Context: an optimization exercise on an open-source flow, tuned for a short achievable clock period and few clock cycles per item. The choices shown serve that exercise and are no tape-out recipe.
At most, simulation tests tie the RTL to the original design; equivalence was not proved.
Power and IR drop assume default switching activity.

## the previous run
==> flow/design.v <==
`timescale 1ns / 1ps
`timescale 1ns / 1ps
`timescale 1ns / 1ps
`timescale 1ns / 1ps
module RegFile(
    input         clk, reset, wen,
    input  [4:0]  waddr,
    input  [31:0] wdata,
    input  [4:0]  raddr1, raddr2,
    output [31:0] rdata1, rdata2
);
    reg [31:0] regs [0:31];
    reg [31:0] valid;
    always @(posedge clk) begin
        if (reset)
            valid <= 32'd0;
        else if (wen)
            valid[waddr] <= 1'b1;
    end
    always @(posedge clk)
        if (wen)
            regs[waddr] <= wdata;
    assign rdata1 = valid[raddr1] ? regs[raddr1] : 32'd0;
    assign rdata2 = valid[raddr2] ? regs[raddr2] : 32'd0;
endmodule
`timescale 1ns / 1ps
module alu_32(
    input  [31:0] A, B,
    input         op_add, op_sub, op_slt, op_nor, op_or, op_and,
    output [31:0] Y
);
    wire        inv = op_sub | op_slt;
    wire [31:0] sum = A + (inv ? ~B : B) + {31'd0, inv};
    wire        lt  = (A[31] ^ B[31]) ? A[31] : sum[31];
    wire [31:0] orv = A | B;
    assign Y = ({32{op_add | op_sub}} & sum)
             | {31'd0, op_slt & lt}
             | ({32{op_nor}} & ~orv)
             | ({32{op_or}}  & orv)
             | ({32{op_and}} & (A & B));
endmodule
`timescale 1ns / 1ps
module Controller(
    input  [31:0] w,
    output        alu_src, mem2reg, reg_write, mem_write,
    output [31:0] imm,
    output        op_add, op_sub, op_slt, op_nor, op_or, op_and
);
    wire [6:0] opc = w[6:0];
    wire [2:0] f3  = w[14:12];
    wire [6:0] f7  = w[31:25];
    wire is_r  = (opc == 7'b0110011);
    wire is_i  = (opc == 7'b0010011);
    wire is_ld = (opc == 7'b0000011);
    wire is_st = (opc == 7'b0100011);
    wire is_mem = is_ld | is_st;
    assign alu_src   = is_i | is_mem;
    assign mem2reg   = is_ld;
    assign reg_write = is_r | is_i | is_ld;
    assign mem_write = is_st;
    assign imm = is_st ? {{20{w[31]}}, w[31:25], w[11:7]}
               : (is_i | is_ld) ? {{20{w[31]}}, w[31:20]}
               : 32'd0;
    wire f0 = (f3 == 3'd0);
    wire mem_add = (f3 == 3'd2);
    assign op_add = is_mem ? mem_add
                  : f0 & (~is_r | (f7 == 7'h00));
    assign op_sub = ~is_mem & is_r & f0 & (f7 == 7'h20);
    assign op_slt = ~is_mem & (f3 == 3'd2);
    assign op_nor = ~is_mem & (f3 == 3'd4);
    assign op_or  = ~is_mem & (f3 == 3'd6);
    assign op_and = ~(op_add | op_sub | op_slt | op_nor | op_or);
endmodule
`timescale 1ns / 1ps
`timescale 1ns / 1ps
`timescale 1ns / 1ps
module processor
(
    input clk, reset,
    output [5:0]  imem_addr,
    input  [31:0] imem_data,
    output [6:0]  dmem_addr,
    output [31:0] dmem_wdata,
    output        dmem_we,
    input  [31:0] dmem_rdata,
    output        result_valid,
    output [31:0] Result
);
    reg  [5:0] pc;
    always @(posedge clk)
        if (reset) pc <= 6'd0;
        else       pc <= pc + 6'd1;
    assign imem_addr = pc;
    wire [31:0] w = imem_data;
    wire [4:0]  rs1 = w[19:15];
    wire [4:0]  rs2 = w[24:20];
    wire        d_alu_src, d_mem2reg, d_reg_write, d_mem_write;
    wire [31:0] d_imm;
    wire        d_sub, d_slt, d_nor, d_or, d_and, d_add;
    Controller ctrl(
        .w(w), .alu_src(d_alu_src), .mem2reg(d_mem2reg), .reg_write(d_reg_write),
        .mem_write(d_mem_write), .imm(d_imm),
        .op_add(d_add), .op_sub(d_sub), .op_slt(d_slt), .op_nor(d_nor),
        .op_or(d_or), .op_and(d_and) );
    wire        e_wen;
    wire [4:0]  e_rd;
    wire [31:0] e_wdata;
    wire [31:0] rdata1, rdata2;
    RegFile RF(
        .clk(clk), .reset(reset), .wen(e_wen), .waddr(e_rd), .wdata(e_wdata),
        .raddr1(rs1), .raddr2(rs2), .rdata1(rdata1), .rdata2(rdata2) );
    reg        e_valid;
    reg [4:0]  e_rd_q;
    reg        e_reg_write, e_mem_write, e_mem2reg;
    reg        e_add, e_sub, e_slt, e_nor, e_or, e_and;
    reg [31:0] a_q, b_q, sd_q;
    reg        fa_q, fb_q, fsd_q;
    reg [31:0] wb_q;
    reg [31:0] res_q;
    reg        rv_q;
    assign e_rd = e_rd_q;
    wire e_writes = e_valid & e_reg_write;
    wire fa  = e_writes & (e_rd_q == rs1);
    wire fsd = e_writes & (e_rd_q == rs2);
    always @(posedge clk) begin
        if (reset) begin
            e_valid <= 1'b0;
            rv_q    <= 1'b0;
        end else begin
            e_valid <= 1'b1;
            rv_q    <= e_valid;
        end
        e_rd_q      <= w[11:7];
        e_reg_write <= d_reg_write;
        e_mem_write <= d_mem_write;
        e_mem2reg   <= d_mem2reg;
        e_add <= d_add; e_sub <= d_sub; e_slt <= d_slt;
        e_nor <= d_nor; e_or  <= d_or;  e_and <= d_and;
        a_q   <= rdata1;
        b_q   <= d_alu_src ? d_imm : rdata2;
        sd_q  <= rdata2;
        fa_q  <= fa;
        fb_q  <= fsd & ~d_alu_src;
        fsd_q <= fsd;
    end
    wire [31:0] A  = fa_q  ? wb_q : a_q;
    wire [31:0] B  = fb_q  ? wb_q : b_q;
    wire [31:0] SD = fsd_q ? wb_q : sd_q;
    wire [31:0] res;
    alu_32 ALU(
        .A(A), .B(B), .op_add(e_add), .op_sub(e_sub), .op_slt(e_slt),
        .op_nor(e_nor), .op_or(e_or), .op_and(e_and), .Y(res) );
    assign dmem_addr  = res[8:2];
    assign dmem_wdata = SD;
    assign dmem_we    = e_valid & e_mem_write;
    assign e_wdata = e_mem2reg ? dmem_rdata : res;
    assign e_wen   = e_writes & ~reset;
    always @(posedge clk) begin
        wb_q  <= e_wdata;
        res_q <= res;
    end
    assign Result       = res_q;
    assign result_valid = rv_q & ~reset;
endmodule  
clock: 11.0 ns
lec_check: 0
cap_margin: 20
core_margin: 2
core_utilization: 40
slew_margin: 20
standard.sh (not shown) runs the stock make flow with config.mk's settings and CLKGATE_MAP_FILE= SYNTH_SCRIPT=/design/flow/synth_recipe.tcl, a recipe that flattens the netlist after the stock synthesis.
==> flow/flow/run.sh <==
#!/bin/bash
set -euo pipefail
bash standard.sh SETUP_SLACK_MARGIN=6.6 ABC_CLOCK_PERIOD_IN_PS=4000 finish > standard.log 2>&1
Testbench counts of the previous run, summed over its fixed seeds: cycles 51,360, results 51,200.
For the current run, these inputs were changed with respect to the previous run:
--- a/flow/design.v
+++ b/flow/design.v
@@ -94,12 +94,13 @@
     wire [31:0] w = imem_data;
     wire [4:0]  rs1 = w[19:15];
     wire [4:0]  rs2 = w[24:20];
     wire        d_alu_src, d_mem2reg, d_reg_write, d_mem_write;
     wire [31:0] d_imm;
     wire        d_sub, d_slt, d_nor, d_or, d_and, d_add;
+    wire        d_mem_add = (w[14:12] == 3'd2);    
     Controller ctrl(
         .w(w), .alu_src(d_alu_src), .mem2reg(d_mem2reg), .reg_write(d_reg_write),
         .mem_write(d_mem_write), .imm(d_imm),
         .op_add(d_add), .op_sub(d_sub), .op_slt(d_slt), .op_nor(d_nor),
         .op_or(d_or), .op_and(d_and) );
     wire        e_wen;
@@ -112,12 +113,14 @@
     reg        e_valid;
     reg [4:0]  e_rd_q;
     reg        e_reg_write, e_mem_write, e_mem2reg;
     reg        e_add, e_sub, e_slt, e_nor, e_or, e_and;
     reg [31:0] a_q, b_q, sd_q;
     reg        fa_q, fb_q, fsd_q;
+    reg        e_mem_add;
+    reg [6:0]  addr_f_q;
     reg [31:0] wb_q;
     reg [31:0] res_q;
     reg        rv_q;
     assign e_rd = e_rd_q;
     wire e_writes = e_valid & e_reg_write;
     wire fa  = e_writes & (e_rd_q == rs1);
@@ -131,12 +134,13 @@
             rv_q    <= e_valid;
         end
         e_rd_q      <= w[11:7];
         e_reg_write <= d_reg_write;
         e_mem_write <= d_mem_write;
         e_mem2reg   <= d_mem2reg;
+        e_mem_add   <= d_mem_add;
         e_add <= d_add; e_sub <= d_sub; e_slt <= d_slt;
         e_nor <= d_nor; e_or  <= d_or;  e_and <= d_and;
         a_q   <= rdata1;
         b_q   <= d_alu_src ? d_imm : rdata2;
         sd_q  <= rdata2;
         fa_q  <= fa;
@@ -147,17 +151,22 @@
     wire [31:0] B  = fb_q  ? wb_q : b_q;
     wire [31:0] SD = fsd_q ? wb_q : sd_q;
     wire [31:0] res;
     alu_32 ALU(
         .A(A), .B(B), .op_add(e_add), .op_sub(e_sub), .op_slt(e_slt),
         .op_nor(e_nor), .op_or(e_or), .op_and(e_and), .Y(res) );
-    assign dmem_addr  = res[8:2];
+    wire [8:0] addr_nf = e_mem_add ? (a_q[8:0] + b_q[8:0]) : (a_q[8:0] & b_q[8:0]);
+    assign dmem_addr  = fa_q ? addr_f_q : addr_nf[8:2];
     assign dmem_wdata = SD;
     assign dmem_we    = e_valid & e_mem_write;
     assign e_wdata = e_mem2reg ? dmem_rdata : res;
-    assign e_wen   = e_writes & ~reset;
+    assign e_wen   = e_writes;
+    wire [8:0] d_mem_add_sum = e_wdata[8:0] + d_imm[8:0];
+    wire [8:0] d_mem_and     = e_wdata[8:0] & d_imm[8:0];
+    always @(posedge clk)
+        addr_f_q <= d_mem_add ? d_mem_add_sum[8:2] : d_mem_and[8:2];
     always @(posedge clk) begin
         wb_q  <= e_wdata;
         res_q <= res;
     end
     assign Result       = res_q;
     assign result_valid = rv_q & ~reset;
==> run summary <==
Compared with the previous run, count of clock-net buffers in the final layout in the current run decreased by more than 10%. [diff] worst hold margin, the current run relative to the previous run: regression. Highest fanout seen on the critical path came out lower on the current run than on the previous run. Side by side, fmax turned out higher in the current run than in the previous run. The quantity of gates resized following cts in the previous run is 1.3 times that in the current run. The previous run → the current run: cell count along the critical path decreased by 1 relative to the old numbers; share of the clock period used by the worst path decreased by 6.6 points relative to the old numbers.
For the current run, only the layout was checked, not whether the RTL still works.

## the reference run
processor, a different RTL version from the one above (not shown whole).
Size in the first run: ~4500 cells after synthesis.
==> module RegFile, before the edit <==
module RegFile(
    input         clk, clear, wen,
    input  [4:0]  waddr,
    input  [31:0] wdata,
    input  [4:0]  raddr1, raddr2,
    output [31:0] rdata1, rdata2
);
    reg [31:0] regs [0:31];
    reg [31:0] valid;
    always @(posedge clk) begin
        if (clear)
            valid <= 32'd0;
        else if (wen)
            valid[waddr] <= 1'b1;
    end
    always @(posedge clk)
        if (wen)
            regs[waddr] <= wdata;
    assign rdata1 = valid[raddr1] ? regs[raddr1] : 32'd0;
    assign rdata2 = valid[raddr2] ? regs[raddr2] : 32'd0;
endmodule
==> module processor, before the edit <==
module processor
(
    input clk, reset,
    output [5:0]  imem_addr,
    input  [31:0] imem_data,
    output [6:0]  dmem_addr,
    output [31:0] dmem_wdata,
    output        dmem_we,
    input  [31:0] dmem_rdata,
    output        result_valid,
    output [31:0] Result
);
    reg rst_q;
    always @(posedge clk)
        rst_q <= reset;
    reg  [5:0]  pc;
    wire [5:0]  pc_now = rst_q ? 6'd0 : pc;
    always @(posedge clk)
        pc <= pc_now + 6'd1;
    assign imem_addr = pc_now;
    wire [31:0] w   = imem_data;
    wire [4:0]  rs1 = w[19:15];
    wire [4:0]  rs2 = w[24:20];
    wire        d_alu_src, d_mem2reg, d_reg_write, d_mem_write;
    wire [31:0] d_imm;
    wire        d_sub, d_slt, d_nor, d_or, d_and, d_add;
    wire        d_mem_add = (w[14:12] == 3'd2);    
    Controller ctrl(
        .w(w), .alu_src(d_alu_src), .mem2reg(d_mem2reg), .reg_write(d_reg_write),
        .mem_write(d_mem_write), .imm(d_imm),
        .op_add(d_add), .op_sub(d_sub), .op_slt(d_slt), .op_nor(d_nor),
        .op_or(d_or), .op_and(d_and) );
    wire [31:0] res, res_nslt;
    wire        res_lt;
    reg  [4:0]  e_rd;
    reg         e_reg_write;
    wire [31:0] e_wdata;
    wire        e_writes = e_reg_write & ~rst_q;
    reg         w_we;
    reg  [4:0]  w_rd;
    reg  [31:0] wb_q;
    wire [31:0] rdata1, rdata2;
    RegFile RF(
        .clk(clk), .clear(rst_q), .wen(w_we), .waddr(w_rd), .wdata(wb_q),
        .raddr1(rs1), .raddr2(rs2), .rdata1(rdata1), .rdata2(rdata2) );
    wire [31:0] r1 = rst_q ? 32'd0 : (w_we & (w_rd == rs1)) ? wb_q : rdata1;
    wire [31:0] r2 = rst_q ? 32'd0 : (w_we & (w_rd == rs2)) ? wb_q : rdata2;
    wire fa  = e_writes & (e_rd == rs1);
    wire fsd = e_writes & (e_rd == rs2);
    wire [8:0] a9_rd  = d_mem_add ? (dmem_rdata[8:0] + d_imm[8:0]) : (dmem_rdata[8:0] & d_imm[8:0]);
    wire [8:0] a9_alu = d_mem_add ? (res_nslt[8:0] + d_imm[8:0]) : (res_nslt[8:0] & d_imm[8:0]);
    wire [8:0] a9_lt0 = d_mem_add ? d_imm[8:0] : 9'd0;
    wire [8:0] a9_lt1 = d_mem_add ? (d_imm[8:0] + 9'd1) : {8'd0, d_imm[0]};
    reg        e_mem2reg;
    reg        e_add, e_sub, e_slt, e_nor, e_or, e_and;
    reg [31:0] a_q, b_q;
    reg        fa_q, fb_q;
    reg [8:0]  xn_q, y_q, yn_q;      
    reg        as_f_q, as_add_q, as_and_q;
    reg [6:0]  addr_f_q;
    reg [31:0] dmem_wdata_q;
    reg        dmem_we_q;
    reg [31:0] res_q;
    reg        rvn_q;    
    wire [8:0] a9_f = e_mem2reg ? a9_rd
                    : e_slt     ? (res_lt ? a9_lt1 : a9_lt0)
                    : a9_alu;
    always @(posedge clk) begin
        dmem_we_q   <= d_mem_write & ~reset;
        e_rd        <= w[11:7];
        e_reg_write <= d_reg_write;
        e_mem2reg   <= d_mem2reg;
        e_add <= d_add; e_sub <= d_sub; e_slt <= d_slt;
        e_nor <= d_nor; e_or  <= d_or;  e_and <= d_and;
        a_q   <= r1;
        b_q   <= d_alu_src ? d_imm : r2;
        fa_q  <= fa;
        fb_q  <= fsd & ~d_alu_src;
        xn_q  <= ~r1[8:0];
        y_q   <= d_imm[8:0];
        yn_q  <= ~d_imm[8:0];
        as_f_q   <= fa;
        as_add_q <= ~fa & d_mem_add;
        as_and_q <= ~fa & ~d_mem_add;
        addr_f_q <= a9_f[8:2];
        dmem_wdata_q <= fsd ? e_wdata : r2;
    end
    wire [31:0] A = fa_q ? wb_q : a_q;
    wire [31:0] B = fb_q ? wb_q : b_q;
    alu_32 ALU(
        .A(A), .B(B), .op_add(e_add), .op_sub(e_sub), .op_slt(e_slt),
        .op_nor(e_nor), .op_or(e_or), .op_and(e_and),
        .Y(res), .Y_nslt(res_nslt), .lt(res_lt) );
    addr_gen AG(
        .xn(xn_q), .y(y_q), .yn(yn_q), .af(addr_f_q),
        .s_f(as_f_q), .s_add(as_add_q), .s_and(as_and_q), .addr(dmem_addr) );
    assign dmem_wdata = dmem_wdata_q;
    assign dmem_we    = dmem_we_q;
    assign e_wdata = e_mem2reg ? dmem_rdata : res;
    always @(posedge clk) begin
        wb_q  <= e_wdata;
        w_rd  <= e_rd;
        w_we  <= e_writes;
        res_q <= res;
        rvn_q <= ~(~rst_q & ~reset);
    end
    assign Result       = res_q;
    assign result_valid = ~(rvn_q | reset);
endmodule  
clock: 11.0 ns
lec_check: 0
cap_margin: 20
core_margin: 2
core_utilization: 40
slew_margin: 20
synth_hierarchical: 1
==> flow/flow/run.sh <==
#!/bin/bash
set -euo pipefail
bash standard.sh SETUP_SLACK_MARGIN=6.4 TNS_END_PERCENT=100 finish > standard.log 2>&1
The reference run finished all stages; the layout is clean.
diff inputs: the reference run => the trial run
--- a/flow/design.v
+++ b/flow/design.v
@@ -17,14 +17,15 @@
         else if (wen)
             valid[waddr] <= 1'b1;
     end
     always @(posedge clk)
         if (wen)
             regs[waddr] <= wdata;
-    assign rdata1 = valid[raddr1] ? regs[raddr1] : 32'd0;
-    assign rdata2 = valid[raddr2] ? regs[raddr2] : 32'd0;
+    wire [31:0] readable = clear ? 32'd0 : valid;
+    assign rdata1 = readable[raddr1] ? regs[raddr1] : 32'd0;
+    assign rdata2 = readable[raddr2] ? regs[raddr2] : 32'd0;
 endmodule
 `timescale 1ns / 1ps
 module alu_32(
     input  [31:0] A, B,
     input         op_add, op_sub, op_slt, op_nor, op_or, op_and,
     output [31:0] Y,
@@ -147,21 +148,17 @@
     wire [31:0] res, res_nslt;
     wire        res_lt;
     reg  [4:0]  e_rd;
     reg         e_reg_write;
     wire [31:0] e_wdata;
     wire        e_writes = e_reg_write & ~rst_q;
-    reg         w_we;
-    reg  [4:0]  w_rd;
     reg  [31:0] wb_q;
-    wire [31:0] rdata1, rdata2;
+    wire [31:0] r1, r2;
     RegFile RF(
-        .clk(clk), .clear(rst_q), .wen(w_we), .waddr(w_rd), .wdata(wb_q),
-        .raddr1(rs1), .raddr2(rs2), .rdata1(rdata1), .rdata2(rdata2) );
-    wire [31:0] r1 = rst_q ? 32'd0 : (w_we & (w_rd == rs1)) ? wb_q : rdata1;
-    wire [31:0] r2 = rst_q ? 32'd0 : (w_we & (w_rd == rs2)) ? wb_q : rdata2;
+        .clk(clk), .clear(rst_q), .wen(e_writes), .waddr(e_rd), .wdata(e_wdata),
+        .raddr1(rs1), .raddr2(rs2), .rdata1(r1), .rdata2(r2) );
     wire fa  = e_writes & (e_rd == rs1);
     wire fsd = e_writes & (e_rd == rs2);
     wire [8:0] a9_rd  = d_mem_add ? (dmem_rdata[8:0] + d_imm[8:0]) : (dmem_rdata[8:0] & d_imm[8:0]);
     wire [8:0] a9_alu = d_mem_add ? (res_nslt[8:0] + d_imm[8:0]) : (res_nslt[8:0] & d_imm[8:0]);
     wire [8:0] a9_lt0 = d_mem_add ? d_imm[8:0] : 9'd0;
     wire [8:0] a9_lt1 = d_mem_add ? (d_imm[8:0] + 9'd1) : {8'd0, d_imm[0]};
@@ -210,14 +207,12 @@
         .s_f(as_f_q), .s_add(as_add_q), .s_and(as_and_q), .addr(dmem_addr) );
     assign dmem_wdata = dmem_wdata_q;
     assign dmem_we    = dmem_we_q;
     assign e_wdata = e_mem2reg ? dmem_rdata : res;
     always @(posedge clk) begin
         wb_q  <= e_wdata;
-        w_rd  <= e_rd;
-        w_we  <= e_writes;
         res_q <= res;
         rvn_q <= ~(~rst_q & ~reset);
     end
     assign Result       = res_q;
     assign result_valid = ~(rvn_q | reset);
 endmodule  
Notes after the runs:
- The trial run does better than the reference run on routed wire length.
- Measured against each other, the trial run and the reference run differ in part of the power in the clock network, the lower figure coming from the trial run.
- The reference run ended up with dmem_addr[5] as its last element of the critical path; the trial run ended up with dmem_addr[6].
- Total power of the trial run is higher than that of the reference run.
- Going from the reference run to the trial run, number of detailed-route iterations in the first pass grows by 1.
- In the reports for the trial run and the reference run, the larger number of antenna violations at the first check in global routing belongs to the trial run.
Function was not checked in any run of this note: the RTL went through the layout flow alone.

==> re-timing with driven ports <==
The results above use ideal ports. As a check the final layouts listed here were re-extracted and re-timed, cells and wires unchanged. Step 1, drivers: a clkbuf_16 drives clk and a buf_2 each remaining input, both assumed. Step 2 times the ports against the registers' clock, not the clock port: input delays grow and output delays shrink by t, the midpoint of the rising clock arrivals with the driver on. Slacks: ideal ports / drivers / drivers and shift; pairs: ideal ports / drivers.
run | t (ns) | setup WS [ns] | hold slack, ns | latest minus earliest clock arrival (ns) | worst data-port slew with drivers (ns)
the previous run | 0.833 | 5.291 / 5.214 / 5.860 | 0.470 / 0.470 / 0.470 | 0.038 / 0.038 | 0.10
the current run | 0.837 | 6.019 / 5.945 / 5.687 | 0.465 / 0.465 / 0.465 | 0.033 / 0.033 | 0.32
the reference run | 0.863 | 6.114 / 6.037 / 5.489 | 0.405 / 0.405 / 0.405 | 0.034 / 0.033 | 0.13
the trial run | 0.863 | 6.167 / 6.083 / 5.520 | 0.416 / 0.416 / 0.416 | 0.036 / 0.035 | 0.12
After both steps every run listed still meets setup and hold. The setup slack of the trial run, which loses most, moves by -0.084 ns with the drivers and by -0.647 ns with both steps.
